This is an optimization exercise on Yosys and OpenROAD, whose aim is small area and a short achievable clock period, not a production implementation.
At most, simulation tests tie the RTL to the original design; equivalence was not proved.
Function not checked in run 6: the RTL went through the layout flow alone.
No activity file was given, so power comes from the tool's default toggle rates.

==> design/flow/flow/run.sh <==
#!/bin/bash
# Own layout flow: the standard flow (standard.sh), with the port buffers
# that buffer_ports inserts made plain buf_4 cells instead of the default
# delay-buffer cells; synthesis is the standard synthesis, unchanged.
# Each step's full output goes to a log file in the work folder.
set -euo pipefail
bash standard.sh synth > synth.log 2>&1
export BUFFER_PORTS_ARGS="-buffer_cell sky130_fd_sc_hd__buf_4"
bash standard.sh > layout.log 2>&1
==> design/flow/standard.sh <==
#!/bin/bash
# synth_recipe.tcl (not shown) runs the flow's synth.tcl, then flattens the netlist and writes it again
# the make line also repeats each setting of config.mk as NAME=value (left out here)
make -C /OpenROAD-flow-scripts/flow DESIGN_CONFIG=/design/flow/config.mk WORK_HOME=/design/flow/orfs CLKGATE_MAP_FILE= SYNTH_SCRIPT=/design/flow/synth_recipe.tcl "${@:-finish}"
==> design/flow/config.mk <==
export PLATFORM = sky130hd
export DESIGN_NAME = CPU_EEPROM
export DESIGN_NICKNAME = CPU_EEPROM
export VERILOG_FILES = /design/flow/design.v
export SDC_FILE = /design/flow/constraint.sdc
export NUM_CORES = 4
export LEC_CHECK = 0
export ABC_CLOCK_PERIOD_IN_PS = 2500
export CAP_MARGIN = 20
export CORE_MARGIN = 2
export CORE_UTILIZATION = 60
export SETUP_SLACK_MARGIN = 4.5
export SLEW_MARGIN = 50
export SYNTH_HIERARCHICAL = 1
export TNS_END_PERCENT = 0
==> design/flow/constraint.sdc <==
create_clock -name core_clock -period 7.5 [get_ports {clk}]
set_input_delay 1.5000 -clock core_clock [delete_from_list [all_inputs] [get_ports {clk}]]
set_output_delay 1.5000 -clock core_clock [all_outputs]
set_load 0.01 [all_outputs]
==> design/flow/design.v <==
module CPU_EEPROM(clk, reset, PC, Data, Out, carry, parity, sign, zero);
input clk, reset;
output reg [12:0] PC;
input [7:0] Data;
output reg [7:0] Out;
output reg carry;
output parity;
output sign;
output zero;
reg        update;
reg [7:0]  A, B, C;
reg [5:0]  op2;           
reg [3:0]  SQ;            
reg [12:0] stk [15:0];
reg fa, pp, ss, zz;
cpu_flags u_flags(.A(A), .fa(fa), .pp(pp), .ss(ss), .zz(zz),
                  .parity(parity), .sign(sign), .zero(zero));
wire [15:0] sqd = 16'd1 << SQ;
wire [12:0] top;
cpu_stkrd u_stkrd(.sel(sqd), .e0(stk[0]), .e1(stk[1]), .e2(stk[2]), .e3(stk[3]),
                  .e4(stk[4]), .e5(stk[5]), .e6(stk[6]), .e7(stk[7]),
                  .e8(stk[8]), .e9(stk[9]), .e10(stk[10]), .e11(stk[11]),
                  .e12(stk[12]), .e13(stk[13]), .e14(stk[14]), .e15(stk[15]), .y(top));
wire [21:0] sa;
wire [3:0]  sc_;
wire [6:0]  sb, scc;
wire [3:0]  spc;
wire f_we, fl, f_keep, push, pop, wr, two, out_we;
cpu_dec u_dec(.D(Data), .u(update), .op2(op2), .rst(reset),
              .carry(carry), .parity(parity), .sign(sign), .zero(zero),
              .sa(sa), .scar(sc_), .sb(sb), .sc(scc), .spc(spc),
              .f_we(f_we), .fl(fl), .f_keep(f_keep),
              .push(push), .pop(pop), .wr(wr), .two(two), .out_we(out_we));
wire [8:0] r_b, r_c, r_a1, r_m;
wire [7:0] r_b1, r_c1;
cpu_alu u_alu(.A(A), .B(B), .C(C), .D(Data), .op2(op2),
              .r_b(r_b), .r_c(r_c), .r_a1(r_a1), .r_b1(r_b1), .r_c1(r_c1), .r_m(r_m));
wire [7:0] A_n, B_n, C_n;
wire       c_n;
wire [12:0] PC_n;
cpu_sela u_sela(.s(sa), .A(A), .B(B), .C(C), .D(Data), .top(top[7:0]),
                .r_b(r_b[7:0]), .r_c(r_c[7:0]), .r_a1(r_a1[7:0]), .r_m(r_m[7:0]), .y(A_n));
cpu_selc u_selc(.s(sc_), .c({r_m[8], r_a1[8], r_c[8], r_b[8]}), .y(c_n));
cpu_selr u_selb(.s(sb), .R(B), .O(C), .A(A), .D(Data), .pm1(r_b1), .y(B_n));
cpu_selr u_selcc(.s(scc), .R(C), .O(B), .A(A), .D(Data), .pm1(r_c1), .y(C_n));
wire [12:0] PC1 = PC + 1'b1;
cpu_selpc u_selpc(.s(spc), .PC(PC), .PC1(PC1), .BC({B[4:0], C}), .top(top), .y(PC_n));
wire [12:0] wd = update ? PC :
                 ~Data[5] ? PC1 :
                 (Data[2] & ~Data[1]) ? {5'd0, B} : {5'd0, A};
genvar gi;
generate for (gi = 0; gi < 16; gi = gi + 1) begin : g_stk
	always @(posedge clk)
		if (reset && wr && sqd[(gi + 1) & 15])
			stk[gi] <= wd;
end endgenerate
always @(posedge clk) begin
	if (!reset) begin
		update <= 0;
		Out <= 0;
		carry <= 0; fa <= 0; pp <= 0; ss <= 0; zz <= 0;
		SQ <= 4'd0;
	end else begin
		update <= two;
		if (out_we) Out <= A;
		if (f_we) begin
			carry <= c_n;
			fa <= fl; pp <= 0; ss <= 0; zz <= 0;
		end
		if (f_keep) begin
			fa <= 0; pp <= parity; ss <= sign; zz <= zero;
		end
		if (push) SQ <= SQ - 1'b1;
		else if (pop) SQ <= SQ + 1'b1;
	end
end
always @(posedge clk) begin
	A <= A_n;
	B <= B_n;
	C <= C_n;
	PC <= PC_n;
	op2 <= Data[5:0];
end
endmodule
module cpu_flags(A, fa, pp, ss, zz, parity, sign, zero);
input [7:0] A;
input fa, pp, ss, zz;
output parity, sign, zero;
assign parity = (fa & ~^A) | pp;
assign sign   = (fa & A[7]) | ss;
assign zero   = (fa & ~|A) | zz;
endmodule
module cpu_dec(D, u, op2, rst, carry, parity, sign, zero, sa, scar, sb, sc, spc,
               f_we, fl, f_keep, push, pop, wr, two, out_we);
input [7:0] D;
input u, rst;
input [5:0] op2;
input carry, parity, sign, zero;
output [21:0] sa;
output [3:0] scar;
output [6:0] sb, sc;
output [3:0] spc;
output f_we, fl, f_keep, push, pop, wr, two, out_we;
wire n = ~u & (D[7:6] == 2'b00);
wire [5:0] o = D[5:0];
function is; input [5:0] x; is = n & (o == x); endfunction
function m2; input [5:0] x; m2 = u & (op2 == x); endfunction
wire i00 = is(6'h00), i01 = is(6'h01), i03 = is(6'h03), i04 = is(6'h04);
wire i06 = is(6'h06), i07 = is(6'h07), i09 = is(6'h09), i0A = is(6'h0A);
wire i0C = is(6'h0C), i0D = is(6'h0D), i0F = is(6'h0F);
wire i10 = is(6'h10), i11 = is(6'h11), i12 = is(6'h12), i13 = is(6'h13);
wire i14 = is(6'h14), i15 = is(6'h15), i16 = is(6'h16), i17 = is(6'h17);
wire i18 = is(6'h18), i19 = is(6'h19), i1A = is(6'h1A), i1B = is(6'h1B);
wire i1C = is(6'h1C), i1D = is(6'h1D), i1E = is(6'h1E), i1F = is(6'h1F);
wire i20 = is(6'h20), i21 = is(6'h21), i22 = is(6'h22), i23 = is(6'h23);
wire i24 = is(6'h24), i25 = is(6'h25), i26 = is(6'h26), i27 = is(6'h27);
wire i28 = is(6'h28), i30 = is(6'h30), i31 = is(6'h31), i32 = is(6'h32);
wire i33 = is(6'h33), i37 = is(6'h37), i38 = is(6'h38), i3A = is(6'h3A);
wire i3B = is(6'h3B), i3C = is(6'h3C), i3D = is(6'h3D), i3E = is(6'h3E);
wire i3F = is(6'h3F);
wire m_add = m2(6'h02) | m2(6'h2B);
wire m_sub = m2(6'h05) | m2(6'h2C);
wire m_or  = m2(6'h08) | m2(6'h2D);
wire m_and = m2(6'h0B) | m2(6'h2E);
wire m_xor = m2(6'h0E) | m2(6'h2F);
wire m_mov = m2(6'h34);
wire m_b   = m2(6'h35);
wire m_c   = m2(6'h36);
wire m_mem = u & ~op2[5];
wire [20:0] sa_w = {m_mov, m_xor, m_and, m_or, m_add | m_sub,
             i3D, i38, i33 | i3B, i30 | i3A, i26, i1D | i20, i1B, i1A,
             i0D, i0C, i0A, i09, i07, i06, i01 | i04, i00 | i03};
wire a_we = (|sa_w) | i23;
assign sa = {22{rst}} & {~a_we, sa_w};
assign scar = {m_add, i1D, i01, i00};
wire b_chg = i1E | i21 | i24 | i27 | i31 | i3C | i3A | i3E | m_b;
assign sb = {7{rst}} & {m_b, i3E, i3A, i31 | i3C, i27, i1E | i21, ~b_chg};
wire c_chg = i1F | i22 | i25 | i28 | i32 | i3C | i3B | i3F | m_c;
assign sc = {7{rst}} & {m_c, i3F, i3B, i32 | i3C, i28, i1F | i22, ~c_chg};
wire call = i14 | (i15 & carry) | (i16 & parity) | (i17 & sign) | (i18 & zero);
wire jmp  = i0F | (i10 & carry) | (i11 & parity) | (i12 & sign) | (i13 & zero) | call;
wire halt = ~u & (D == 8'hFF);
wire hold = halt | m_mem;
assign spc = {4{rst}} & {~hold & ~jmp & ~i19, i19, jmp, hold};
assign f_we   = (|sa_w[11:0]) | i30 | i33 | (|sa_w[20:16]) | i23;
assign fl     = ~i23;
assign f_keep = i38 | i3A | i3B | i3D;
assign push   = call | i37;
assign pop    = i19 | i38;
assign wr     = call | i37 | i3A | i3B | i3C | m_mem;
assign two    = n & ((o == 6'h02) | (o == 6'h05) | (o == 6'h08) | (o == 6'h0B) | (o == 6'h0E) |
                     (o == 6'h2B) | (o == 6'h2C) | (o == 6'h2D) | (o == 6'h2E) | (o == 6'h2F) |
                     (o == 6'h34) | (o == 6'h35) | (o == 6'h36));
assign out_we = i1C;
endmodule
module cpu_alu(A, B, C, D, op2, r_b, r_c, r_a1, r_b1, r_c1, r_m);
input [7:0] A, B, C, D;
input [5:0] op2;
output [8:0] r_b, r_c, r_a1, r_m;
output [7:0] r_b1, r_c1;
wire sb = D[1];      
wire sc = D[2];      
wire dd = D[5];      
wire s2 = (op2[2:0] == 3'b101) | (op2 == 6'h2C);    
assign r_b  = {1'b0, A} + {1'b0, B ^ {8{sb}}} + {8'd0, sb};
assign r_c  = {1'b0, A} + {1'b0, C ^ {8{sc}}} + {8'd0, sc};
assign r_a1 = {1'b0, A} + {1'b0, {7{dd}}, 1'b1};
assign r_b1 = B + {{7{dd}}, 1'b1};
assign r_c1 = C + {{7{dd}}, 1'b1};
assign r_m  = {1'b0, A} + {1'b0, D ^ {8{s2}}} + {8'd0, s2};
endmodule
module cpu_sela(s, A, B, C, D, top, r_b, r_c, r_a1, r_m, y);
input [21:0] s;
input [7:0] A, B, C, D, top, r_b, r_c, r_a1, r_m;
output [7:0] y;
wire [7:0] v [21:0];
assign v[0] = r_b;         assign v[1] = r_c;
assign v[2] = A | B;       assign v[3] = A | C;
assign v[4] = A & B;       assign v[5] = A & C;
assign v[6] = A ^ B;       assign v[7] = A ^ C;
assign v[8] = {A[6:0], A[7]};  assign v[9] = {A[0], A[7:1]};
assign v[10] = r_a1;       assign v[11] = ~A;
assign v[12] = B;          assign v[13] = C;
assign v[14] = top;        assign v[15] = {A[3:0], A[7:4]};
assign v[16] = r_m;        assign v[17] = A | D;
assign v[18] = A & D;      assign v[19] = A ^ D;
assign v[20] = D;         assign v[21] = A;
integer k;
reg [7:0] acc;
always @* begin
	acc = 8'd0;
	for (k = 0; k < 22; k = k + 1)
		acc = acc | (v[k] & {8{s[k]}});
end
assign y = acc;
endmodule
module cpu_selc(s, c, y);
input [3:0] s, c;
output y;
assign y = |(s & c);
endmodule
module cpu_selr(s, R, O, A, D, pm1, y);
input [6:0] s;
input [7:0] R, O, A, D, pm1;
output [7:0] y;
assign y = ({8{s[0]}} & R) | ({8{s[1]}} & pm1) | ({8{s[2]}} & ~R) |
           ({8{s[3]}} & O) | ({8{s[4]}} & A) | ({8{s[5]}} & {R[3:0], R[7:4]}) |
           ({8{s[6]}} & D);
endmodule
module cpu_selpc(s, PC, PC1, BC, top, y);
input [3:0] s;
input [12:0] PC, PC1, BC, top;
output [12:0] y;
assign y = ({13{s[0]}} & PC) | ({13{s[1]}} & BC) | ({13{s[2]}} & top) | ({13{s[3]}} & PC1);
endmodule
module cpu_stkrd(sel, e0, e1, e2, e3, e4, e5, e6, e7, e8, e9, e10, e11, e12, e13, e14, e15, y);
input [15:0] sel;
input [12:0] e0, e1, e2, e3, e4, e5, e6, e7, e8, e9, e10, e11, e12, e13, e14, e15;
output [12:0] y;
assign y = ({13{sel[0]}} & e0) | ({13{sel[1]}} & e1) | ({13{sel[2]}} & e2) | ({13{sel[3]}} & e3) |
           ({13{sel[4]}} & e4) | ({13{sel[5]}} & e5) | ({13{sel[6]}} & e6) | ({13{sel[7]}} & e7) |
           ({13{sel[8]}} & e8) | ({13{sel[9]}} & e9) | ({13{sel[10]}} & e10) | ({13{sel[11]}} & e11) |
           ({13{sel[12]}} & e12) | ({13{sel[13]}} & e13) | ({13{sel[14]}} & e14) | ({13{sel[15]}} & e15);
endmodule
==> results of run 1 <==
==> flip-flops by register name (all words and copies together), names as in the netlist <==
name / flops
stk: 208
A: 8
carry: 1
B: 8
update: 1
C: 8
PC: 13
ss: 1
fa: 1
Out: 8
op2: 6
pp: 1
zz: 1
SQ: 4
==> per-module statistics from Yosys (local to each module, per instance) <==
| module | cells inside | flops+latches | cell area [sq um] | times used |
|---|---|---|---|---|
| CPU_EEPROM | 475 | 269 | 8750 | 1 |
| cpu_alu | 269 | 0 | 2070 | 1 |
| cpu_sela | 226 | 0 | 1720 | 1 |
| cpu_dec | 211 | 0 | 1250 | 1 |
| cpu_stkrd | 133 | 0 | 1140 | 1 |
| cpu_selr | 38 | 0 | 308 | 2 |
| cpu_selpc | 43 | 0 | 285 | 1 |
| cpu_flags | 19 | 0 | 136 | 1 |
| cpu_selc | 3 | 0 | 18.8 | 1 |
==> power by group through the flow <==
stage          registers, uW  clock network [uW]  logic [uW]
6_report                1620                1450         317
5_1_grt                 1620                1510         335
4_1_cts                 1620                1460         283
3_5_place_dp            1650                   0         269
3_3_place_gp            1650                   0         261
2_1_floorplan           1650                   0         174
==> cell usage after synthesis (7+ instances only) <==
| master | n |
|---|---|
| sky130_fd_sc_hd__edfxtp_1 | 208 |
| sky130_fd_sc_hd__ha_1 | 95 |
| sky130_fd_sc_hd__nor2_1 | 84 |
| sky130_fd_sc_hd__a22oi_1 | 77 |
| sky130_fd_sc_hd__inv_1 | 75 |
| sky130_fd_sc_hd__nand2_1 | 69 |
| sky130_fd_sc_hd__a221oi_1 | 64 |
| sky130_fd_sc_hd__a22o_1 | 64 |
| sky130_fd_sc_hd__dfxtp_1 | 61 |
| sky130_fd_sc_hd__nor3_1 | 47 |
| sky130_fd_sc_hd__mux2i_1 | 46 |
| sky130_fd_sc_hd__a21oi_1 | 44 |
| sky130_fd_sc_hd__nand3_1 | 40 |
| sky130_fd_sc_hd__clkbuf_1 | 39 |
| sky130_fd_sc_hd__xnor2_1 | 37 |
| sky130_fd_sc_hd__xor2_1 | 34 |
| sky130_fd_sc_hd__o21ai_0 | 33 |
| sky130_fd_sc_hd__nand4_1 | 28 |
| sky130_fd_sc_hd__nor2b_1 | 28 |
| sky130_fd_sc_hd__buf_6 | 22 |
| sky130_fd_sc_hd__buf_2 | 20 |
| sky130_fd_sc_hd__nand2b_1 | 20 |
| sky130_fd_sc_hd__a222oi_1 | 16 |
| sky130_fd_sc_hd__a21o_1 | 12 |
| sky130_fd_sc_hd__nor4_1 | 12 |
| sky130_fd_sc_hd__and3_1 | 9 |
| sky130_fd_sc_hd__o211ai_1 | 9 |
| sky130_fd_sc_hd__buf_4 | 8 |
| sky130_fd_sc_hd__and2_1 | 7 |
| sky130_fd_sc_hd__fa_1 | 7 |
| sky130_fd_sc_hd__nor3b_1 | 7 |
| sky130_fd_sc_hd__o2111ai_1 | 7 |
==> tightest hold or removal path, delay by kind of cell, from the launching register on <==
kind / cells / cell delay [ps]
flip-flops: 1 / 330
multiplexers: 1 / 70
AND/OR/NAND/NOR: 1 / 90
==> routing by layer <==
layer / vias up / global-route usage / part of all wire
met4: 0 / 0.229 / 0.084
met2: 931 / 0.571 / 0.45
met5: - / 0 / 0
li1: 5778 / - / -
met3: 275 / 0.0579 / 0.095
met1: 6395 / 0.472 / 0.37
==> worst max-delay path by stage <==
stage                 start          to  cells past startpoint
floorplan           Data[2]   stk[9][0]                      9
global placement    Data[5]  stk[3][10]                      9
detailed placement  Data[2]  stk[3][10]                      8
CTS                    A[2]      parity                      7
global route        Data[5]       carry                     13
finish                 A[2]      parity                      7
==> cell usage in the layout, fill, tap and decap left out, types with 32 or more instances in the layout <==
cell                        instances
sky130_fd_sc_hd__a22o_1            64
sky130_fd_sc_hd__mux2i_1           46
sky130_fd_sc_hd__xnor2_1           37
sky130_fd_sc_hd__ha_1              89
sky130_fd_sc_hd__dfxtp_1           49
sky130_fd_sc_hd__nand2_1           65
sky130_fd_sc_hd__inv_1             73
sky130_fd_sc_hd__a21oi_1           38
sky130_fd_sc_hd__a22oi_1           76
sky130_fd_sc_hd__nor3_1            33
sky130_fd_sc_hd__nor2_1            55
sky130_fd_sc_hd__a221oi_1          60
sky130_fd_sc_hd__edfxtp_1         208
sky130_fd_sc_hd__nand3_1           37
sky130_fd_sc_hd__clkbuf_16         32
sky130_fd_sc_hd__buf_4            102
==> per-stage QoR <==
step | setup slack [ps] | instance area, sq um | util
2_1_floorplan | 3850 | 16000 | -
3_3_place_gp | 2890 | 16500 | 0.633
5_1_grt | 4060 | 18700 | 0.716
3_5_place_dp | 2810 | 16700 | 0.640
6_report | 4140 | 18700 | 0.716
4_1_cts | 4140 | 18300 | 0.701
==> final cells by class <==
type	count	area, sq um
clock buffers	36	752
clock inverters	16	204
fillers	1911	7410
inverters	76	290
multi-input cells	1016	8250
flip-flops and latches	269	7480
well taps	335	419
repair buffers	130	1320
==> timing repair <==
action,4_1_cts,5_1_grt
endpoints found under the setup margin,297,257
resized for setup,68,46
setup buffers,27,16
cloned,1,3
pin swaps,25,30
==> cell families after synthesis <==
family	share of synthesized area
AOI/OAI and AO/OA	0.195
DFF	0.467
buffers and inverters	0.0545
xor gates and xnor gates	0.0389
and+or+nand+nor	0.128
muxes	0.0340
adders and majority gates	0.0831
==> metrics.log, run 1 <==
[metrics] static leakage power: 0.00677 uW
[metrics] Num CTS Buffers: 29
[metrics] count of non-filler cells in the finished layout: 1,878
[metrics] CP Launch Type: register
[metrics] PortBufs: 34
[metrics] Remaining Overflow, GRT: 0
[metrics] number of routed nets with antenna violations: 0
[metrics] switching power as a share of total power: 0.239
[metrics] Clock Sink Count: 269
[metrics] source-to-sink clock delay at the later pin of the worst-skew pair: 550 ps
[metrics] leading cell types by total area after synthesis: sky130_fd_sc_hd__edfxtp_1 39%, sky130_fd_sc_hd__dfxtp_1 7.6%, sky130_fd_sc_hd__ha_1 7.4%
[metrics] cells on worst reg2reg path: 10
[metrics] crit path max fanout: 2
[metrics] maximum number of pins on one net before global-route repair: 61
[metrics] Root Buffer Master: sky130_fd_sc_hd__clkbuf_16
[metrics] most area-hungry cell type in the Yosys netlist: sky130_fd_sc_hd__edfxtp_1
[metrics] clock buffer depth: 3
[metrics] Post-Syn Area per Cell: 11.0 sq um
[metrics] Net Count, Synth: 1,567
[metrics] worst rel slew slack: 0.441
[metrics] critical setup path kind: reg2out
[metrics] number of inserted diodes: 0
[metrics] synthesized instance count: 1,455
[metrics] maxcap violations: 0
[metrics] Vert. Die Dim: 167 microns
[metrics] reg-to-reg startpoint: SQ[2]
[metrics] crit end category: primary output
[metrics] Synth async-reset ratio: 0
[metrics] routed len/inst: 27.9 microns
[metrics] FP Rows: 59
[metrics] number of placed instances, taps included: 1,777
[metrics] total routing usage reported by global routing: 0.363
[metrics] Post-route DRC: 0
[metrics] crit-path max cell delay: 340 ps
[metrics] Max IR drop VDD: 0.230 mV
[metrics] Worst Path Required: 6000 ps
[metrics] share of the synthesized area in the top cell type: 0.391
[metrics] run status: timing/DRC/antenna clean
[metrics] reported net switching power: 809 uW
[metrics] largest delay contributor family on the critical path: flip-flops
[metrics] Clk pin slew, worst setup/hold paths: 60 ps
[metrics] H-tree depth reported by CTS: 1
[metrics] hold path startpoint: Out[0]
[metrics] final weighted congestion in routability-driven placement: 0.973
[metrics] clock group share of total power: 0.428
[metrics] combinational cell fraction of total power: 0.094
[metrics] library cell contributing the largest single delay on the critical path: sky130_fd_sc_hd__dfxtp_2
[metrics] net count reported at finish: 1,634
[metrics] clock tree from TritonCTS: done
[metrics] initial drt markers: 2,120
[metrics] cell area after synthesis: 0.0160 sq mm
[metrics] share of layout cells above drive strength 1: 0.209
[metrics] internal reg-to-reg setup slack: 4190 ps
[metrics] effective utilization at floorplan: 0.612
[metrics] final worst path period need: 3360 ps
[metrics] synth-to-layout area growth: 17.1%
[metrics] HPWL after DPL: 33,900 microns
[metrics] number of max-slew violations in the final report: 0
[metrics] ys flop type: sky130_fd_sc_hd__edfxtp_1
[metrics] sum of negative setup slack: 0 ps
[metrics] final setup skew: 16.4 ps
[metrics] achievable frequency: 0.298 GHz
[metrics] Yosys reg bits: 269
[metrics] Hold Path Cell Cnt: 2
[metrics] mean number of vias per cell: 7.12
[metrics] setup repair after global routing missed its margin: yes
[metrics] CP Cell Sequence: buf_12 -> inv_4 -> ha_4 -> xor2_2 -> xnor2_1 -> a21o_1 -> buf_6
[metrics] worst hold endpoint: Out[0]
[metrics] Die Span X: 167 microns
[metrics] worst reg2reg path endpoint: A[0]
[metrics] EDFF count, synth: 208
[metrics] portion of total power attributed to sequential cells: 0.479
[metrics] vias in the first global route: 12.5k
[metrics] final setup fails: 0
[metrics] Power Internal: 2580 uW
[metrics] arrival time at the worst endpoint: 1860 ps
[metrics] sequential area share after synthesis: 0.467
[metrics] share of the cycle needed by the critical path after routing: 0.448
[metrics] warning count from the yosys run: 11
[metrics] Final Hold Slack: 524 ps
[metrics] detailed-route via count: 13.4k
[metrics] Worst Max-Slew Pin Slew: 834 ps
[metrics] Distinct cells, synth: 82
[metrics] overall power: 3390 uW
[metrics] hold crit path type: reg2reg
[metrics] power density normalized to cell area: 181 mW/mm^2
[metrics] wire length reported by the detailed router: 52,500 microns
[metrics] wire length of the first global-routing pass: 76,900 microns
[metrics] # hold bufs at CTS: 0
[metrics] number of detailed-route iterations in the first pass: 18
[metrics] Die Area: 0.0280 sq mm
[metrics] number of buffers and inverters on the critical path: 3
[metrics] number of antenna violations at the first check in global routing: 0
[metrics] top-level port count: 35
[metrics] core area: 0.0261 sq mm
[metrics] Final Hold Fails: 0
==> run 2: changes to the inputs <==
--- a/design/flow/config.mk
+++ b/design/flow/config.mk
@@ -10,3 +10,3 @@
 export CORE_MARGIN = 2
-export CORE_UTILIZATION = 60
+export CORE_UTILIZATION = 50
 export SETUP_SLACK_MARGIN = 4.5
==> run 2 against run 1 <==
Die area is 19% higher. Register-to-register slack worse by 70 ps. First-iteration DRC count down 25%. Clock skew grew 8.9 ps. Flip-flop and latch count unchanged. Highest routed layer unchanged. Clock power is 5% higher. Still clean on timing, DRC and antenna.
==> metrics.log, run 2 <==
[metrics] run status: timing/DRC/antenna clean
[metrics] most used standard cells in the synthesized netlist: 208 x sky130_fd_sc_hd__edfxtp_1, 95 x sky130_fd_sc_hd__ha_1, 84 x sky130_fd_sc_hd__nor2_1
[metrics] worst rel slew slack: 0.478
[metrics] number of max-slew violations in the final report: 0
[metrics] Yosys reg bits: 269
[metrics] internal reg-to-reg setup slack: 4120 ps
[metrics] most frequent standard cell in the layout excluding fill and tap cells: sky130_fd_sc_hd__edfxtp_1
[metrics] Die Span X: 183 microns
[metrics] most area-hungry cell type in the Yosys netlist: sky130_fd_sc_hd__edfxtp_1
[metrics] multi-input gate area in the final layout: 0.00821 sq mm
[metrics] cell area after placement: 0.0168 sq mm
[metrics] maxcap violations: 0
[metrics] hold crit path type: reg2reg
[metrics] Root Buffer Master: sky130_fd_sc_hd__clkbuf_16
[metrics] number of routed nets with antenna violations: 0
[metrics] Final Hold Fails: 0
[metrics] net count reported at finish: 1,631
[metrics] Synth async-reset ratio: 0
[metrics] cells on worst reg2reg path: 10
[metrics] EDFF count, synth: 208
[metrics] library cell with the highest instance count after synthesis: sky130_fd_sc_hd__edfxtp_1
[metrics] arrival time at the worst endpoint: 1930 ps
[metrics] clock buffer depth: 3
[metrics] number of antenna violations at the first check in global routing: 0
[metrics] leading cell types in the layout, fill and taps excluded: 208 x sky130_fd_sc_hd__edfxtp_1, 102 x sky130_fd_sc_hd__buf_4, 91 x sky130_fd_sc_hd__ha_1, 76 x sky130_fd_sc_hd__a22oi_1, 73 x sky130_fd_sc_hd__inv_1
[metrics] number of detailed-route iterations in the first pass: 9
[metrics] final setup fails: 0
[metrics] leading cell types by total area after synthesis: sky130_fd_sc_hd__edfxtp_1 39%, sky130_fd_sc_hd__dfxtp_1 7.6%, sky130_fd_sc_hd__ha_1 7.4%
[metrics] synthesized instance count: 1,455
[metrics] share of the cycle needed by the critical path after routing: 0.457
[metrics] power density normalized to cell area: 184 mW/mm^2
[metrics] mean number of vias per cell: 6.66
[metrics] sum of negative setup slack: 0 ps
[metrics] warning count from the yosys run: 11
[metrics] critical setup path kind: reg2out
[metrics] cell area after synthesis: 0.0160 sq mm
[metrics] setup repair after global routing missed its margin: yes
[metrics] Clk pin slew, worst setup/hold paths: 80 ps
[metrics] Num CTS Buffers: 29
[metrics] source-to-sink clock delay at the later pin of the worst-skew pair: 560 ps
[metrics] Remaining Overflow, GRT: 0
[metrics] synth-to-layout area growth: 17.3%
[metrics] hold path startpoint: Out[6]
[metrics] vias in the first global route: 12.2k
[metrics] Worst Max-Slew Pin Slew: 777 ps
[metrics] Post-Syn Area per Cell: 11.0 sq um
[metrics] final worst path period need: 3430 ps
[metrics] Die Area: 0.0334 sq mm
[metrics] Worst Path Required: 6000 ps
[metrics] Vert. Die Dim: 183 microns
[metrics] crit path max fanout: 2
[metrics] final weighted congestion in routability-driven placement: 0.920
[metrics] crit-path max cell delay: 360 ps
[metrics] FP Rows: 65
[metrics] number of flip-flops under the largest register name: 208
[metrics] Hold Path Cell Cnt: 2
[metrics] library cell contributing the largest single delay on the critical path: sky130_fd_sc_hd__dfxtp_2
[metrics] post-route standard cell area excluding fillers: 0.0187 sq mm
[metrics] detailed-route via count: 12.9k
[metrics] Net Count, Synth: 1,567
[metrics] number of inserted diodes: 0
[metrics] worst hold endpoint: Out[6]
[metrics] worst reg2reg path endpoint: A[0]
[metrics] # hold bufs at CTS: 0
[metrics] CP Launch Type: register
[metrics] share of layout cells above drive strength 1: 0.197
[metrics] clock tree from TritonCTS: done
[metrics] static leakage power: 0.00674 uW
[metrics] H-tree depth reported by CTS: 1
[metrics] PortBufs: 34
[metrics] reg-to-reg startpoint: SQ[2]
[metrics] final setup skew: 25.3 ps
[metrics] Most flops, register: stk
[metrics] sequential area share after synthesis: 0.467
[metrics] share of the synthesized area in the top cell type: 0.391
[metrics] initial drt markers: 1,589
[metrics] top-level port count: 35
[metrics] wire length reported by the detailed router: 53,700 microns
[metrics] achievable frequency: 0.292 GHz
[metrics] core area: 0.0316 sq mm
[metrics] Distinct cells, synth: 82
[metrics] CP Cell Sequence: buf_12 -> inv_4 -> ha_4 -> xor2_4 -> xnor2_2 -> a21o_1 -> buf_6
[metrics] registers with the most flip-flops: stk (208), PC (13)
[metrics] effective utilization at floorplan: 0.507
[metrics] crit end category: primary output
[metrics] Register Area: 0.00748 sq mm
[metrics] maximum number of pins on one net before global-route repair: 62
[metrics] Clock Sink Count: 269
[metrics] Fill cells: 2,620
[metrics] total routing usage reported by global routing: 0.314
[metrics] Post-route DRC: 0
[metrics] routed len/inst: 27.7 microns
[metrics] wire length of the first global-routing pass: 78,200 microns
[metrics] ys flop type: sky130_fd_sc_hd__edfxtp_1
[metrics] HPWL after DPL: 36,000 microns
[metrics] Max IR drop VDD: 0.258 mV
## run 2: through the flow
stage               cells  hold WS [ps]  utilization  power (uW)  setup slack, ps
floorplan            1455           529            -        1820             3850
finish               1942           520        0.594        3450             4070
detailed placement   1845           511        0.533        1930             2820
CTS                  1924           526        0.584        3450             4070
global placement     1840           500        0.527        1920             2710
global route         1942           549        0.594        3550             4020
## run 2: area by class of cell
type	count	area share
clock buffers	33	0.0395
clock inverters	19	0.0139
inverters	76	0.0155
multi-input cells	1016	0.438
flip-flops and latches	269	0.399
well taps	402	0.0268
repair buffers	127	0.0672
## run 2: modules after synthesis (local to each module, per instance), a selection
module / cells / copies in the design
CPU_EEPROM: 475 / 1
cpu_sela: 226 / 1
cpu_dec: 211 / 1
cpu_selr: 38 / 2
cpu_alu: 269 / 1
cpu_selpc: 43 / 1
## run 2: power by group
part / switching (uW) / leakage, uW / internal (uW)
sequential: 15.1 / 0.00236 / 1610
clock: 605 / 0.000481 / 915
combinational: 197 / 0.00390 / 114
## run 2: worst max-delay path by stage
| stage | start | to | slack, ps | cells after the start |
|---|---|---|---|---|
| 4_1_cts | A[2] | parity | 4070 | 7 |
| 3_5_place_dp | Data[5] | stk[5][6] | 2820 | 8 |
| 3_3_place_gp | Data[5] | stk[5][5] | 2710 | 8 |
| 5_1_grt | Data[2] | A[7] | 4020 | 11 |
| 6_report | A[2] | parity | 4070 | 7 |
| 2_1_floorplan | Data[2] | stk[9][0] | 3850 | 9 |
## run 2: metal layers
layer / wire length (microns) / track usage
met5: 0 / 0
met1: 20200 / 0.399
met4: 3190 / 0.162
met2: 25700 / 0.518
met3: 4570 / 0.0520
## run 2: cell families (layout without fill, tap and decap cells)
family,after synthesis,in the layout,share of synthesized area
xor+xnor,71,71,0.0389
simple gates,392,392,0.128
fa+ha+maj,102,102,0.0831
compound gates,399,399,0.195
flops,269,269,0.467
buf+inv,170,255,0.0545
mux,52,52,0.0340
## run 2: timing repair
action / in CTS / in global routing
pin swaps: 26 / 11
endpoints found under the hold margin: 0 / 0
setup buffers: 26 / 17
gates cloned: 1 / 1
resized for setup: 58 / 34
setup endpoints to repair: 312 / 265
## run 2: critical path, delay by kind of cell, from the launching register on
kind                       cells  cell delay, ps
DFF                            1             360
xor gates and xnor gates       2             320
adders and majority gates      1             280
buffers and inverters          3             250
AOI/OAI and AO/OA              1             170
==> run 3: changes to the inputs <==
--- a/design/flow/config.mk
+++ b/design/flow/config.mk
@@ -11,2 +11,4 @@
 export CORE_UTILIZATION = 50
+export CTS_CLUSTER_DIAMETER = 100
+export CTS_CLUSTER_SIZE = 24
 export SETUP_SLACK_MARGIN = 4.5
==> run 3 against run 2 <==
Sequential share of layout area is 0.68 points higher. Setup slack better by 60 ps. Fmax rose by 1.8%. Clock power shrank 38%. Clock-buffer cell count decreased by 9. Still clean on timing, DRC and antenna. Utilization down 0.99 points. Cell area is 1.7% lower. Critical path type is now in2reg.
==> metrics.log, run 3 <==
[metrics] synth-to-layout area growth: 15.3%
[metrics] number of detailed-route iterations in the first pass: 9
[metrics] leading cell types in the layout, fill and taps excluded: 208 x sky130_fd_sc_hd__edfxtp_1, 109 x sky130_fd_sc_hd__buf_4, 90 x sky130_fd_sc_hd__ha_1, 76 x sky130_fd_sc_hd__a22oi_1, 73 x sky130_fd_sc_hd__inv_1
[metrics] Most flops, register: stk
[metrics] most frequent standard cell in the layout excluding fill and tap cells: sky130_fd_sc_hd__edfxtp_1
[metrics] library cell with the highest instance count after synthesis: sky130_fd_sc_hd__edfxtp_1
[metrics] PortBufs: 34
[metrics] number of placed instances, taps included: 1,845
[metrics] run status: timing/DRC/antenna clean
[metrics] registers with the most flip-flops: stk (208), PC (13)
[metrics] number of routed nets with antenna violations: 0
[metrics] setup repair after global routing missed its margin: yes
[metrics] Distinct cells, synth: 82
[metrics] maxcap violations: 0
[metrics] Worst Path Required: 7870 ps
[metrics] crit end category: register
[metrics] Num CTS Buffers: 16
[metrics] clock tree from TritonCTS: done
[metrics] Final Hold Fails: 0
[metrics] CP Launch Type: primary input
[metrics] share of the synthesized area in the top cell type: 0.391
[metrics] cell area after placement: 0.0168 sq mm
[metrics] simple-gate share of the synthesized area: 0.128
[metrics] Synth async-reset ratio: 0
[metrics] Max IR drop VDD: 0.205 mV
[metrics] share of layout cells above drive strength 1: 0.195
[metrics] achievable frequency: 0.297 GHz
[metrics] Worst Max-Slew Pin Slew: 805 ps
[metrics] adder-cell share of the synthesized area: 0.0831
[metrics] Die Span X: 183 microns
[metrics] most area-hungry cell type in the Yosys netlist: sky130_fd_sc_hd__edfxtp_1
[metrics] Clock Sink Count: 269
[metrics] Remaining Overflow, GRT: 0
[metrics] number of max-slew violations in the final report: 0
[metrics] source-to-sink clock delay at the later pin of the worst-skew pair: 520 ps
[metrics] number of inserted diodes: 0
[metrics] Yosys reg bits: 269
[metrics] ys flop type: sky130_fd_sc_hd__edfxtp_1
[metrics] Synth Area in XOR/XNOR: 0.0389
[metrics] Fill cells: 2,637
[metrics] post-route standard cell area excluding fillers: 0.0184 sq mm
[metrics] net count reported at finish: 1,627
[metrics] effective utilization at floorplan: 0.507
[metrics] clock buffer depth: 3
[metrics] vias in the first global route: 12.3k
[metrics] M2 GR Usage: 0.524
[metrics] HPWL after DPL: 36,000 microns
[metrics] FP Rows: 65
[metrics] routed len/inst: 28.0 microns
[metrics] detailed-route via count: 12.9k
[metrics] EDFF count, synth: 208
[metrics] largest family of logic cells by synthesized area: compound AO/OA/AOI/OAI gates
[metrics] Vert. Die Dim: 183 microns
[metrics] hold crit path type: reg2reg
[metrics] final setup fails: 0
[metrics] Root Buffer Master: sky130_fd_sc_hd__clkbuf_16
[metrics] leading cell types by total area after synthesis: sky130_fd_sc_hd__edfxtp_1 39%, sky130_fd_sc_hd__dfxtp_1 7.6%, sky130_fd_sc_hd__ha_1 7.4%
[metrics] Die Area: 0.0334 sq mm
[metrics] total routing usage reported by global routing: 0.315
[metrics] final weighted congestion in routability-driven placement: 0.920
[metrics] share of the cycle needed by the critical path after routing: 0.449
[metrics] warning count from the yosys run: 11
[metrics] routing usage on met1: 0.407
[metrics] number of antenna violations at the first check in global routing: 0
[metrics] arrival time at the worst endpoint: 3740 ps
[metrics] compound-cell area share of the yosys netlist: 0.195
[metrics] initial drt markers: 1,702
[metrics] sum of negative setup slack: 0 ps
[metrics] Post-Syn Area per Cell: 11.0 sq um
[metrics] critical setup path kind: in2reg
[metrics] wire length reported by the detailed router: 53,900 microns
[metrics] layer with the highest usage: met2
[metrics] final worst path period need: 3370 ps
[metrics] sequential area share after synthesis: 0.467
[metrics] Net Count, Synth: 1,567
[metrics] core area: 0.0316 sq mm
[metrics] Clk pin slew, worst setup/hold paths: 100 ps
[metrics] cell area after synthesis: 0.0160 sq mm
[metrics] crit path max fanout: 24
[metrics] wire length of the first global-routing pass: 78,900 microns
[metrics] power density normalized to cell area: 157 mW/mm^2
[metrics] H-tree depth reported by CTS: 1
[metrics] most used standard cells in the synthesized netlist: 208 x sky130_fd_sc_hd__edfxtp_1, 95 x sky130_fd_sc_hd__ha_1, 84 x sky130_fd_sc_hd__nor2_1
[metrics] mean number of vias per cell: 6.72
[metrics] Post-route DRC: 0
[metrics] met3 usage in global routing: 0.0419
[metrics] final setup skew: 25.3 ps
[metrics] maximum number of pins on one net before global-route repair: 62
[metrics] multiplexer share of the synthesized area: 0.0340
[metrics] top-level port count: 35
[metrics] count of non-filler cells in the finished layout: 1,927
[metrics] utilization after layout: 0.584
[metrics] number of flip-flops under the largest register name: 208
[metrics] worst rel slew slack: 0.464
[metrics] static leakage power: 0.00659 uW
[metrics] synthesized instance count: 1,455
## run 3: cell counts after synthesis
Identical to the previous run, type by type.
## run 3: where the power goes
group          leakage, uW  switching, uW  internal (uW)
clock             0.000242            513            436
sequential         0.00236           15.0           1600
combinational      0.00399            201            122
## run 3: what timing repair did
item	4_1_cts	5_1_grt
gates cloned	2	2
endpoints found under the setup margin	312	263
resized for setup	72	34
setup buffers	34	16
hold buffers	0	0
pin swaps	32	24
## run 3: final timing paths
kind	slack, ps	startpoint	cells after the start	end
max	4130	Data[1]	11	A[7]
min reg2reg	530	Out[6]	2	Out[6]
max reg2reg	4180	SQ[0]	11	A[0]
min	530	Out[6]	2	Out[6]
## run 3: per-layer routing
metal,vias up,wire (microns)
met5,-,0
met4,0,3170
met3,186,4430
met2,689,25700
met1,6305,20600
li1,5769,-
## run 3: modules after synthesis (local to each module, per instance)
module	cells inside	flops+latches	copies in the design	cell area [sq um]
cpu_flags	19	0	1	136
cpu_sela	226	0	1	1720
cpu_stkrd	133	0	1	1140
cpu_alu	269	0	1	2070
cpu_selr	38	0	2	308
cpu_selpc	43	0	1	285
cpu_selc	3	0	1	18.8
CPU_EEPROM	475	269	1	8750
cpu_dec	211	0	1	1250
## run 3: area by class of cell
type,instances,area [sq um],area share
Clock buffer,24,452,0.0245
Tap cell,402,503,0.0273
Multi-Input combinational cell,1016,8270,0.449
Clock inverter,4,50.0,0.00271
Inverter,76,290,0.0157
Timing Repair Buffer,136,1390,0.0754
Sequential cell,269,7480,0.406
## run 3: per-stage QoR
step / total power (uW) / hold WS [ps] / setup WS [ps]
finish: 2890 / 528 / 4130
global route: 2980 / 556 / 4040
CTS: 2890 / 534 / 4120
detailed placement: 1930 / 511 / 2820
global placement: 1920 / 500 / 2710
floorplan: 1820 / 529 / 3850
## run 3: worst max-delay path: stages
cell and delay [ps]:
sky130_fd_sc_hd__buf_16 150, sky130_fd_sc_hd__xor2_1 180, sky130_fd_sc_hd__ha_1 380, sky130_fd_sc_hd__and3_1 180, sky130_fd_sc_hd__a31oi_1 210, sky130_fd_sc_hd__o21ai_2 110
sky130_fd_sc_hd__nand4_1 120, sky130_fd_sc_hd__nand3_2 120, sky130_fd_sc_hd__a221oi_2 240, sky130_fd_sc_hd__o2111ai_1 160, sky130_fd_sc_hd__or3_1 370
## run 3: cells by family (layout without fill, tap and decap cells)
family	count (synthesis)	in the layout
XOR/XNOR	71	71
multiplexers	52	52
buffers and inverters	170	240
adder cells (fa/ha/maj)	102	102
flip-flops	269	269
AND/OR/NAND/NOR	392	392
AO/OA/AOI/OAI	399	399
==> run 4: changes to the inputs <==
--- a/design/flow/config.mk
+++ b/design/flow/config.mk
@@ -10,3 +10,3 @@
 export CORE_MARGIN = 2
-export CORE_UTILIZATION = 50
+export CORE_UTILIZATION = 60
 export CTS_CLUSTER_DIAMETER = 100
==> run 4 against run 3 <==
Cell count down 3.4%. Clock power down 5.7%. Critical endpoint unchanged. Largest power group unchanged. Wire length down 2.8%. Total power down 1.7%. Global-route usage up 4.6 points. Clock-buffer cell count down 2. Synthesized cell count unchanged. Highest routed layer unchanged. Flip-flop and latch count unchanged. Hold slack better by 4.1 ps.
==> metrics.log, run 4 <==
[metrics] setup repair after global routing missed its margin: yes
[metrics] Remaining Overflow, GRT: 0
[metrics] detailed-route via count: 13.2k
[metrics] share of the cycle needed by the critical path after routing: 0.450
[metrics] HPWL after DPL: 33,900 microns
[metrics] clock buffer depth: 3
[metrics] Die Area: 0.0280 sq mm
[metrics] internal reg-to-reg setup slack: 4190 ps
[metrics] Num CTS Buffers: 15
[metrics] FP Rows: 59
[metrics] Net Count, Synth: 1,567
[metrics] crit path max fanout: 7
[metrics] final worst path period need: 3380 ps
[metrics] hold path startpoint: Out[0]
[metrics] Worst Max-Slew Pin Slew: 819 ps
[metrics] library cell with the highest instance count after synthesis: sky130_fd_sc_hd__edfxtp_1
[metrics] sequential area share after synthesis: 0.467
[metrics] PortBufs: 34
[metrics] most frequent standard cell in the layout excluding fill and tap cells: sky130_fd_sc_hd__edfxtp_1
[metrics] most used standard cells in the synthesized netlist: 208 x sky130_fd_sc_hd__edfxtp_1, 95 x sky130_fd_sc_hd__ha_1, 84 x sky130_fd_sc_hd__nor2_1
[metrics] Post-Syn Area per Cell: 11.0 sq um
[metrics] utilization after layout: 0.705
[metrics] source-to-sink clock delay at the later pin of the worst-skew pair: 500 ps
[metrics] achievable frequency: 0.296 GHz
[metrics] Die Span X: 167 microns
[metrics] net count reported at finish: 1,630
[metrics] warning count from the yosys run: 11
[metrics] Post-route DRC: 0
[metrics] Final Hold Fails: 0
[metrics] reg-to-reg startpoint: A[0]
[metrics] Worst Path Required: 7890 ps
[metrics] number of flip-flops under the largest register name: 208
[metrics] wire length reported by the detailed router: 52,400 microns
[metrics] H-tree depth reported by CTS: 1
[metrics] number of routed nets with antenna violations: 0
[metrics] total routing usage reported by global routing: 0.362
[metrics] run status: timing/DRC/antenna clean
[metrics] Fill cells: 1,933
[metrics] CP Launch Type: primary input
[metrics] number of detailed-route iterations in the first pass: 18
[metrics] Critical Path Source: Data[1]
[metrics] final weighted congestion in routability-driven placement: 0.973
[metrics] initial drt markers: 2,040
[metrics] Vert. Die Dim: 167 microns
[metrics] crit end category: register
[metrics] routed len/inst: 28.2 microns
[metrics] maxcap violations: 0
[metrics] most area-hungry cell type in the Yosys netlist: sky130_fd_sc_hd__edfxtp_1
[metrics] cell area after synthesis: 0.0160 sq mm
[metrics] # hold bufs at CTS: 0
[metrics] vias in the first global route: 12.3k
[metrics] leading cell types by total area after synthesis: sky130_fd_sc_hd__edfxtp_1 39%, sky130_fd_sc_hd__dfxtp_1 7.6%, sky130_fd_sc_hd__ha_1 7.4%
[metrics] mean number of vias per cell: 7.11
[metrics] number of inserted diodes: 0
[metrics] cells on worst reg2reg path: 17
[metrics] Yosys reg bits: 269
[metrics] effective utilization at floorplan: 0.612
[metrics] capture point of the worst path: A[7]
[metrics] share of layout cells above drive strength 1: 0.208
[metrics] maximum number of pins on one net before global-route repair: 49
[metrics] number of max-slew violations in the final report: 0
[metrics] Root Buffer Master: sky130_fd_sc_hd__clkbuf_16
[metrics] Clk pin slew, worst setup/hold paths: 100 ps
[metrics] worst rel slew slack: 0.451
[metrics] Most flops, register: stk
[metrics] final setup skew: 17.2 ps
[metrics] arrival time at the worst endpoint: 3760 ps
[metrics] Max IR drop VDD: 0.204 mV
[metrics] Distinct cells, synth: 82
[metrics] number of antenna violations at the first check in global routing: 0
[metrics] Synth async-reset ratio: 0
[metrics] EDFF count, synth: 208
[metrics] static leakage power: 0.00662 uW
[metrics] core area: 0.0261 sq mm
[metrics] ys flop type: sky130_fd_sc_hd__edfxtp_1
[metrics] clock tree from TritonCTS: done
[metrics] critical setup path kind: in2reg
[metrics] worst reg2reg path endpoint: stk[15][12]
[metrics] synth-to-layout area growth: 15.3%
[metrics] Clock Sink Count: 269
[metrics] power density normalized to cell area: 154 mW/mm^2
[metrics] leading cell types in the layout, fill and taps excluded: 208 x sky130_fd_sc_hd__edfxtp_1, 105 x sky130_fd_sc_hd__buf_4, 87 x sky130_fd_sc_hd__ha_1, 76 x sky130_fd_sc_hd__a22oi_1, 72 x sky130_fd_sc_hd__inv_1
[metrics] synthesized instance count: 1,455
[metrics] top-level port count: 35
[metrics] wire length of the first global-routing pass: 76,600 microns
[metrics] hold crit path type: reg2reg
[metrics] registers with the most flip-flops: stk (208), PC (13)
[metrics] share of the synthesized area in the top cell type: 0.391
[metrics] final setup fails: 0
[metrics] sum of negative setup slack: 0 ps
-- run 4: cell counts after synthesis --
No cell type changed its count.
-- run 4: per-stage QoR --
step                      cell area [sq um]  hold slack (ps)  setup slack (ps)  cells  power, uW
after floorplan                       16000              529              3850   1455       1820
after global placement                16500              503              2890   1773       1910
after detailed placement              16700              515              2810   1777       1920
after CTS                             17900              537              4180   1834       2810
after global routing                  18400              550              4030   1861       2920
final                                 18400              532              4120   1861       2840
-- run 4: Yosys stat by module, one instance, submodules excluded --
module | cell area, sq um | copies in the design | flip-flops and latches
CPU_EEPROM | 8750 | 1 | 269
cpu_alu | 2070 | 1 | 0
cpu_sela | 1720 | 1 | 0
cpu_dec | 1250 | 1 | 0
cpu_stkrd | 1140 | 1 | 0
cpu_selr | 308 | 2 | 0
cpu_selpc | 285 | 1 | 0
cpu_flags | 136 | 1 | 0
cpu_selc | 18.8 | 1 | 0
-- run 4: layout make-up --
class | instances | area (sq um) | share of cell area
clock buffer | 22 | 402 | 0.0218
clock inverter | 3 | 50.0 | 0.00271
inverter | 76 | 293 | 0.0159
multi-input combinational | 1016 | 8310 | 0.451
sequential | 269 | 7490 | 0.406
tap | 335 | 419 | 0.0227
timing repair buffer | 140 | 1470 | 0.0798
-- run 4: worst min-delay path by stage --
| stage | slack (ps) | cells past startpoint | endpoint |
|---|---|---|---|
| floorplan | 530 | 2 | fa |
| global placement | 500 | 2 | Out[7] |
| detailed placement | 510 | 2 | Out[0] |
| CTS | 540 | 2 | Out[7] |
| global route | 550 | 2 | Out[4] |
| finish | 530 | 2 | Out[0] |
-- run 4: routing by layer --
metal | global-route usage | share of wire | up-vias
li1 | - | - | 5775
met3 | 0.0518 | 0.091 | 257
met5 | 0 | 0 | -
met2 | 0.575 | 0.45 | 874
met1 | 0.476 | 0.38 | 6328
met4 | 0.216 | 0.084 | 0
-- run 4: logic make-up after synthesis --
logic type,share of synthesized area
buffers and inverters,0.0545
adders and majority gates,0.0831
muxes,0.0340
AOI/OAI and AO/OA,0.195
xor gates and xnor gates,0.0389
and+or+nand+nor,0.128
DFF,0.467
-- run 4: where the power goes --
group          internal, uW  switching [uW]
combinational           125             202
sequential             1600            15.3
clock                   416             479
total                  2140             697
-- run 4: timing repair --
item / CTS / global route
setup endpoints to repair: 319 / 273
gates cloned: 2 / 5
setup buffers: 30 / 20
pin swaps: 29 / 44
gates resized for setup: 85 / 51
-- run 4: worst max-delay path, cell delays in order --
cell	delay, ps
sky130_fd_sc_hd__buf_16	120
sky130_fd_sc_hd__xor2_1	160
sky130_fd_sc_hd__ha_1	390
sky130_fd_sc_hd__a21o_1	200
sky130_fd_sc_hd__a21oi_1	240
sky130_fd_sc_hd__o21ai_2	110
sky130_fd_sc_hd__nand4_1	110
sky130_fd_sc_hd__nand3_2	120
sky130_fd_sc_hd__a221oi_2	290
sky130_fd_sc_hd__o2111ai_1	140
sky130_fd_sc_hd__or3_1	370
==> run 5: changes to the inputs <==
--- a/design/flow/design.v
+++ b/design/flow/design.v
@@ -88,5 +88,11 @@
 output parity, sign, zero;
-assign parity = (fa & ~^A) | pp;
+cpu_par u_par(.A(A), .fa(fa), .pp(pp), .y(parity));
 assign sign   = (fa & A[7]) | ss;
 assign zero   = (fa & ~|A) | zz;
+endmodule
+module cpu_par(A, fa, pp, y);
+input [7:0] A;
+input fa, pp;
+output y;
+assign y = (fa & ~^A) | pp;
 endmodule
--- a/design/flow/config.mk
+++ b/design/flow/config.mk
@@ -10,3 +10,3 @@
 export CORE_MARGIN = 2
-export CORE_UTILIZATION = 60
+export CORE_UTILIZATION = 50
 export CTS_CLUSTER_DIAMETER = 100
==> run 5 against run 4 <==
Still clean on timing, DRC and antenna. Hold slack worse by 6.3 ps. Clock skew up 16 ps. Global-route usage down 4.8 points. Synthesized cell count down 0.41%. Cell count up 2.7%. Register-to-register slack better by 30 ps. Largest cell class unchanged.
==> metrics.log, run 5 <==
[metrics] run status: timing/DRC/antenna clean
[metrics] most frequent standard cell in the layout excluding fill and tap cells: sky130_fd_sc_hd__edfxtp_1
[metrics] sum of negative setup slack: 0 ps
[metrics] achievable frequency: 0.293 GHz
[metrics] number of flip-flops under the largest register name: 208
[metrics] crit path max fanout: 17
[metrics] leading cell types by total area after synthesis: sky130_fd_sc_hd__edfxtp_1 39%, sky130_fd_sc_hd__dfxtp_1 7.7%, sky130_fd_sc_hd__ha_1 7.1%
[metrics] overall power: 2910 uW
[metrics] Synth async-reset ratio: 0
[metrics] cells on worst reg2reg path: 9
[metrics] final weighted congestion in routability-driven placement: 0.919
[metrics] maxcap violations: 0
[metrics] reg-to-reg startpoint: SQ[3]
[metrics] Clock Sink Count: 269
[metrics] Net Count, Synth: 1,557
[metrics] arrival time at the worst endpoint: 3790 ps
[metrics] leading cell types in the layout, fill and taps excluded: 208 x sky130_fd_sc_hd__edfxtp_1, 98 x sky130_fd_sc_hd__buf_4, 90 x sky130_fd_sc_hd__ha_1, 77 x sky130_fd_sc_hd__a22oi_1, 67 x sky130_fd_sc_hd__inv_1
[metrics] top-level port count: 35
[metrics] share of the cycle needed by the critical path after routing: 0.454
[metrics] wire length of the first global-routing pass: 78,600 microns
[metrics] HPWL after DPL: 34,300 microns
[metrics] initial drt markers: 1,639
[metrics] registers with the most flip-flops: stk (208), PC (13)
[metrics] PortBufs: 34
[metrics] crit end category: register
[metrics] Distinct cells, synth: 84
[metrics] number of antenna violations at the first check in global routing: 0
[metrics] Clk pin slew, worst setup/hold paths: 90 ps
[metrics] maximum number of pins on one net before global-route repair: 37
[metrics] switching power as a share of total power: 0.255
[metrics] combinational cell fraction of total power: 0.107
[metrics] most area-hungry cell type in the Yosys netlist: sky130_fd_sc_hd__edfxtp_1
[metrics] critical setup path kind: in2reg
[metrics] setup repair after global routing missed its margin: yes
[metrics] library cell with the highest instance count after synthesis: sky130_fd_sc_hd__edfxtp_1
[metrics] Die Area: 0.0334 sq mm
[metrics] source-to-sink clock delay at the later pin of the worst-skew pair: 520 ps
[metrics] Post-route DRC: 0
[metrics] clock group share of total power: 0.337
[metrics] Final Hold Slack: 526 ps
[metrics] synth-to-layout area growth: 14.3%
[metrics] FP Rows: 65
[metrics] EDFF count, synth: 208
[metrics] number of inserted diodes: 0
[metrics] wire length reported by the detailed router: 52,400 microns
[metrics] H-tree depth reported by CTS: 1
[metrics] cell area after synthesis: 0.0160 sq mm
[metrics] clock buffer depth: 3
[metrics] cell area after placement: 0.0167 sq mm
[metrics] Vert. Die Dim: 183 microns
[metrics] share of the synthesized area in the top cell type: 0.391
[metrics] final worst path period need: 3410 ps
[metrics] number of routed nets with antenna violations: 0
[metrics] # hold bufs at CTS: 0
[metrics] sequential area share after synthesis: 0.468
[metrics] share of layout cells above drive strength 1: 0.181
[metrics] mean number of vias per cell: 6.73
[metrics] total routing usage reported by global routing: 0.313
[metrics] hold crit path type: reg2reg
[metrics] final setup fails: 0
[metrics] effective utilization at floorplan: 0.507
[metrics] hold path startpoint: Out[1]
[metrics] Post-Syn Area per Cell: 11.0 sq um
[metrics] internal reg-to-reg setup slack: 4220 ps
[metrics] static leakage power: 0.00652 uW
[metrics] Yosys reg bits: 269
[metrics] synthesized instance count: 1,449
[metrics] Max IR drop VDD: 0.197 mV
[metrics] clock tree from TritonCTS: done
[metrics] Root Buffer Master: sky130_fd_sc_hd__clkbuf_16
[metrics] reported net switching power: 744 uW
[metrics] net count reported at finish: 1,608
[metrics] vias in the first global route: 12.3k
[metrics] worst reg2reg path endpoint: A[7]
[metrics] Worst Path Required: 7880 ps
[metrics] post-route standard cell area excluding fillers: 0.0182 sq mm
[metrics] Most flops, register: stk
[metrics] Hold Path Cell Cnt: 2
[metrics] Die Span X: 183 microns
[metrics] Power Internal: 2170 uW
[metrics] detailed-route via count: 12.9k
[metrics] most used standard cells in the synthesized netlist: 208 x sky130_fd_sc_hd__edfxtp_1, 91 x sky130_fd_sc_hd__ha_1, 86 x sky130_fd_sc_hd__nor2_1
[metrics] Final Hold Fails: 0
[metrics] portion of total power attributed to sequential cells: 0.556
[metrics] Worst Max-Slew Pin Slew: 785 ps
[metrics] worst hold endpoint: Out[1]
[metrics] Remaining Overflow, GRT: 0
[metrics] warning count from the yosys run: 11
[metrics] final setup skew: 32.7 ps
[metrics] core area: 0.0315 sq mm
[metrics] ys flop type: sky130_fd_sc_hd__edfxtp_1
[metrics] number of detailed-route iterations in the first pass: 9
[metrics] number of max-slew violations in the final report: 0
[metrics] worst rel slew slack: 0.476
[metrics] routed len/inst: 27.4 microns
[metrics] power density normalized to cell area: 160 mW/mm^2
[metrics] Num CTS Buffers: 17
[metrics] CP Launch Type: primary input
[run 5: layer usage]
metal  routed length, microns  global-route usage
met5                        0                   0
met4                     3340               0.164
met3                     4150              0.0485
met2                    24400               0.513
met1                    20500               0.404
[run 5: per-module statistics from Yosys (local to each module, per instance)]
module      cell area (sq um)  flip-flops and latches
CPU_EEPROM               8750                     269
cpu_alu                  2070                       0
cpu_sela                 1720                       0
cpu_dec                  1250                       0
cpu_stkrd                1140                       0
cpu_selr                  308                       0
cpu_selpc                 285                       0
cpu_par                  68.8                       0
cpu_flags                37.5                       0
cpu_selc                 18.8                       0
[run 5: how the worst max path moves through the flow]
stage	start	to	slack [ps]	cells after the start
floorplan	Data[2]	stk[9][0]	3850	9
global placement	Data[5]	stk[11][10]	2730	8
detailed placement	Data[5]	stk[7][8]	2580	8
CTS	A[5]	parity	4220	6
global route	Data[1]	A[6]	4060	12
finish	Data[2]	A[4]	4090	13
[run 5: stage by stage]
| stage | instances | utilization | setup slack (ps) |
|---|---|---|---|
| after floorplan | 1449 | - | 3850 |
| after global placement | 1833 | 0.527 | 2730 |
| after detailed placement | 1836 | 0.531 | 2580 |
| after CTS | 1911 | 0.578 | 4220 |
| after global routing | 1912 | 0.579 | 4060 |
| final | 1912 | 0.579 | 4090 |
[run 5: power groups by stage]
stage	clock, uW	sequential, uW	combinational [uW]
floorplan	0	1650	174
global placement	0	1650	264
detailed placement	0	1650	270
CTS	999	1620	305
global route	1050	1620	333
finish	982	1620	313
[run 5: cell families (layout without fill, tap and decap cells)]
family                     after synthesis  count (layout)  share of synthesized area
AOI/OAI and AO/OA                      399             399                      0.195
xor gates and xnor gates                75              75                     0.0412
adders and majority gates               98              98                     0.0801
buffers and inverters                  162             223                     0.0527
DFF                                    269             269                      0.468
muxes                                   52              52                     0.0340
and+or+nand+nor                        394             394                      0.129
[run 5: what timing repair did]
item / CTS / global route
hold endpoints to repair: 0 / 0
gates cloned: 4 / 0
buffers inserted: 42 / 1
gates resized for setup: 88 / 10
pin swaps: 40 / 1
setup endpoints to repair: 289 / 248
[run 5: layout make-up]
class / instances / area [sq um]
multi-input combinational: 1018 / 8150
fill: 2649 / 13200
tap: 402 / 503
sequential: 269 / 7480
clock buffer: 24 / 452
inverter: 68 / 255
timing repair buffer: 126 / 1320
clock inverter: 5 / 72.6
[run 5: worst max-delay path, stage by stage]
cell                       delay, ps
sky130_fd_sc_hd__buf_16          150
sky130_fd_sc_hd__mux2_4          290
sky130_fd_sc_hd__fa_2            350
sky130_fd_sc_hd__a21o_1          180
sky130_fd_sc_hd__a21oi_2         190
sky130_fd_sc_hd__buf_4           140
sky130_fd_sc_hd__buf_4            90
sky130_fd_sc_hd__buf_4            90
sky130_fd_sc_hd__xnor2_1          80
sky130_fd_sc_hd__a22oi_1         170
sky130_fd_sc_hd__o211ai_1        130
sky130_fd_sc_hd__nor4_1          270
sky130_fd_sc_hd__nand4_1         140
==> run 6: changes to the inputs <==
--- a/design/flow/design.v
+++ b/design/flow/design.v
@@ -170,4 +170,7 @@
 wire s2 = (op2[2:0] == 3'b101) | (op2 == 6'h2C);    
-assign r_b  = {1'b0, A} + {1'b0, B ^ {8{sb}}} + {8'd0, sb};
-assign r_c  = {1'b0, A} + {1'b0, C ^ {8{sc}}} + {8'd0, sc};
+wire [8:0] t_b = {1'b0, A ^ {8{sb}}} + {1'b0, B};
+wire [8:0] t_c = {1'b0, A ^ {8{sc}}} + {1'b0, C};
+wire [8:0] t_m = {1'b0, A ^ {8{s2}}} + {1'b0, D};
+assign r_b  = {t_b[8], t_b[7:0] ^ {8{sb}}};
+assign r_c  = {t_c[8], t_c[7:0] ^ {8{sc}}};
 assign r_a1 = {1'b0, A} + {1'b0, {7{dd}}, 1'b1};
@@ -175,3 +178,3 @@
 assign r_c1 = C + {{7{dd}}, 1'b1};
-assign r_m  = {1'b0, A} + {1'b0, D ^ {8{s2}}} + {8'd0, s2};
+assign r_m  = {t_m[8], t_m[7:0] ^ {8{s2}}};
 endmodule
--- a/design/flow/config.mk
+++ b/design/flow/config.mk
@@ -11,4 +11,2 @@
 export CORE_UTILIZATION = 50
-export CTS_CLUSTER_DIAMETER = 100
-export CTS_CLUSTER_SIZE = 24
 export SETUP_SLACK_MARGIN = 4.5
==> run 6 against run 5 <==
Wire length up 2.9%. First-iteration DRC count down 6.5%. Clock power rose by 41%. Sequential power is essentially flat. Hold slack got worse by 3.8 ps. Cell area increased by 4.1%. Critical path type unchanged.
==> metrics.log, run 6 <==
[metrics] run status: timing/DRC/antenna clean
[metrics] leading cell types by total area after synthesis: sky130_fd_sc_hd__edfxtp_1 39%, sky130_fd_sc_hd__dfxtp_1 7.6%, sky130_fd_sc_hd__ha_1 7.3%
[metrics] synthesized instance count: 1,436
[metrics] cell area after synthesis: 0.0160 sq mm
[metrics] hold crit path type: reg2reg
[metrics] most frequent standard cell in the layout excluding fill and tap cells: sky130_fd_sc_hd__edfxtp_1
[metrics] cell area after placement: 0.0168 sq mm
[metrics] worst rel slew slack: 0.462
[metrics] leading cell types in the layout, fill and taps excluded: 208 x sky130_fd_sc_hd__edfxtp_1, 110 x sky130_fd_sc_hd__buf_4, 92 x sky130_fd_sc_hd__ha_1, 76 x sky130_fd_sc_hd__a22oi_1, 74 x sky130_fd_sc_hd__nand2_1
[metrics] clock buffer depth: 3
[metrics] ys flop type: sky130_fd_sc_hd__edfxtp_1
[metrics] synth-to-layout area growth: 18.7%
[metrics] Worst Max-Slew Pin Slew: 803 ps
[metrics] crit path max fanout: 10
[metrics] portion of total power attributed to sequential cells: 0.485
[metrics] Net Count, Synth: 1,546
[metrics] Final Hold Slack: 522 ps
[metrics] Die Span X: 183 microns
[metrics] HPWL after DPL: 34,900 microns
[metrics] clock tree from TritonCTS: done
[metrics] core area: 0.0316 sq mm
[metrics] initial drt markers: 1,533
[metrics] top-level port count: 35
[metrics] combinational cell fraction of total power: 0.101
[metrics] routed len/inst: 27.8 microns
[metrics] effective utilization at floorplan: 0.507
[metrics] registers with the most flip-flops: stk (208), PC (13)
[metrics] CP Launch Type: primary input
[metrics] detailed-route via count: 13.0k
[metrics] # hold bufs at CTS: 0
[metrics] overall power: 3340 uW
[metrics] maximum number of pins on one net before global-route repair: 37
[metrics] number of antenna violations at the first check in global routing: 0
[metrics] post-route standard cell area excluding fillers: 0.0190 sq mm
[metrics] critical setup path kind: in2reg
[metrics] power density normalized to cell area: 176 mW/mm^2
[metrics] number of routed nets with antenna violations: 0
[metrics] Fill cells: 2,577
[metrics] Synth async-reset ratio: 0
[metrics] Clk pin slew, worst setup/hold paths: 60 ps
[metrics] sequential area share after synthesis: 0.467
[metrics] library cell with the highest instance count after synthesis: sky130_fd_sc_hd__edfxtp_1
[metrics] switching power as a share of total power: 0.245
[metrics] most area-hungry cell type in the Yosys netlist: sky130_fd_sc_hd__edfxtp_1
[metrics] Final Hold Fails: 0
[metrics] sum of negative setup slack: 0 ps
[metrics] Power Internal: 2520 uW
[metrics] EDFF count, synth: 208
[metrics] final setup fails: 0
[metrics] setup repair after global routing missed its margin: yes
[metrics] H-tree depth reported by CTS: 1
[metrics] final setup skew: 30.4 ps
[metrics] Num CTS Buffers: 28
[metrics] share of the synthesized area in the top cell type: 0.391
[metrics] Post-Syn Area per Cell: 11.1 sq um
[metrics] net count reported at finish: 1,627
[metrics] crit end category: register
[metrics] cells on worst reg2reg path: 10
[metrics] PortBufs: 34
[metrics] arrival time at the worst endpoint: 3890 ps
[metrics] Worst Path Required: 7930 ps
[metrics] maxcap violations: 0
[metrics] mean number of vias per cell: 6.73
[metrics] FP Rows: 65
[metrics] number of flip-flops under the largest register name: 208
[metrics] total routing usage reported by global routing: 0.320
[metrics] static leakage power: 0.00695 uW
[metrics] Clock Sink Count: 269
[metrics] most used standard cells in the synthesized netlist: 208 x sky130_fd_sc_hd__edfxtp_1, 93 x sky130_fd_sc_hd__ha_1, 77 x sky130_fd_sc_hd__a22oi_1, 77 x sky130_fd_sc_hd__nand2_1, 68 x sky130_fd_sc_hd__nor2_1
[metrics] Root Buffer Master: sky130_fd_sc_hd__clkbuf_16
[metrics] share of layout cells above drive strength 1: 0.201
## run 6: cell types whose count changed after synthesis, sizes merged, moves of 5 or more
| cell | delta |
|---|---|
| a21boi | -6 |
| a21o | +5 |
| inv | -7 |
| nand2 | +8 |
| nand3 | -5 |
| nor2 | -18 |
| nor3 | +5 |
| xnor2 | +17 |
| xor2 | +17 |
## run 6: final cells by class
| cell class | instances | area, sq um | share of cell area |
|---|---|---|---|
| clock inverter | 20 | 200 | 0.0105 |
| multi-input combinational | 1010 | 8230 | 0.434 |
| timing repair buffer | 147 | 1620 | 0.0854 |
| clock buffer | 31 | 712 | 0.0375 |
| sequential | 269 | 7480 | 0.394 |
| tap | 402 | 503 | 0.0265 |
| inverter | 61 | 235 | 0.0124 |
## run 6: cell families after synthesis
kind of cell / after synthesis / synth area share
flops: 269 / 0.467
fa+ha+maj: 100 / 0.0815
buf+inv: 157 / 0.0510
xor+xnor: 109 / 0.0597
simple gates: 373 / 0.122
mux: 50 / 0.0323
compound gates: 378 / 0.186
## run 6: worst max-delay path, stage by stage
cell and delay, ps:
sky130_fd_sc_hd__buf_4 190, sky130_fd_sc_hd__nor2_2 260, sky130_fd_sc_hd__nand3_1 270, sky130_fd_sc_hd__a211oi_1 260, sky130_fd_sc_hd__nand4b_1 190, sky130_fd_sc_hd__nor4_1 80
sky130_fd_sc_hd__buf_4 190, sky130_fd_sc_hd__mux2_2 270, sky130_fd_sc_hd__a221oi_1 320, sky130_fd_sc_hd__and4_1 260, sky130_fd_sc_hd__nand4_1 100
## run 6: layer usage
layer | track usage | vias to the layer above | routed length [microns] | part of all wire
met3 | 0.0490 | 196 | 4120 | 0.076
met1 | 0.389 | 6420 | 20300 | 0.38
met2 | 0.556 | 687 | 26300 | 0.49
met5 | 0 | - | 0 | 0
li1 | - | 5745 | - | -
met4 | 0.161 | 0 | 3200 | 0.059
## run 6: what timing repair did
item | 4_1_cts | 5_1_grt
gates resized for setup | 82 | 7
setup buffers | 56 | 5
setup endpoints to repair | 304 | 276
cloned | 5 | 2
pin swaps | 35 | 13
## run 6: final timing paths
| check | startpoint | slack (ps) | end |
|---|---|---|---|
| worst max-delay path | Data[7] | 4030 | A[1] |
| worst min-delay path | Out[6] | 520 | Out[6] |
| worst max register to register | SQ[1] | 4080 | A[2] |
| worst min register to register | Out[6] | 520 | Out[6] |
## run 6: metrics by stage
step	setup slack, ps	cells
CTS	4130	1932
global route	3980	1940
global placement	2670	1818
floorplan	3620	1436
detailed placement	2760	1820
finish	4030	1940
## run 6: power groups by stage
| stage | sequential [uW] | clock [uW] | combinational [uW] |
|---|---|---|---|
| finish | 1620 | 1380 | 337 |
| global route | 1620 | 1460 | 356 |
| CTS | 1620 | 1400 | 321 |
| detailed placement | 1650 | 0 | 282 |
| global placement | 1650 | 0 | 276 |
| floorplan | 1650 | 0 | 188 |
## run 6: Yosys stat by module (local to each module, per instance)
module | flops+latches | copies in the design | cell area [sq um]
CPU_EEPROM | 269 | 1 | 8750
cpu_alu | 0 | 1 | 2100
cpu_sela | 0 | 1 | 1720
cpu_dec | 0 | 1 | 1250
cpu_stkrd | 0 | 1 | 1140
cpu_selr | 0 | 2 | 308
cpu_selpc | 0 | 1 | 285
cpu_par | 0 | 1 | 68.8
cpu_flags | 0 | 1 | 37.5
cpu_selc | 0 | 1 | 18.8

Check on run 6: ideal ports give 4.031 ns setup slack; a clkbuf_16 on the clock port and buf_2 on the inputs give 3.902 ns; moving port delays by the midpoint clock arrival (0.615 ns) as well gives 3.287 ns.
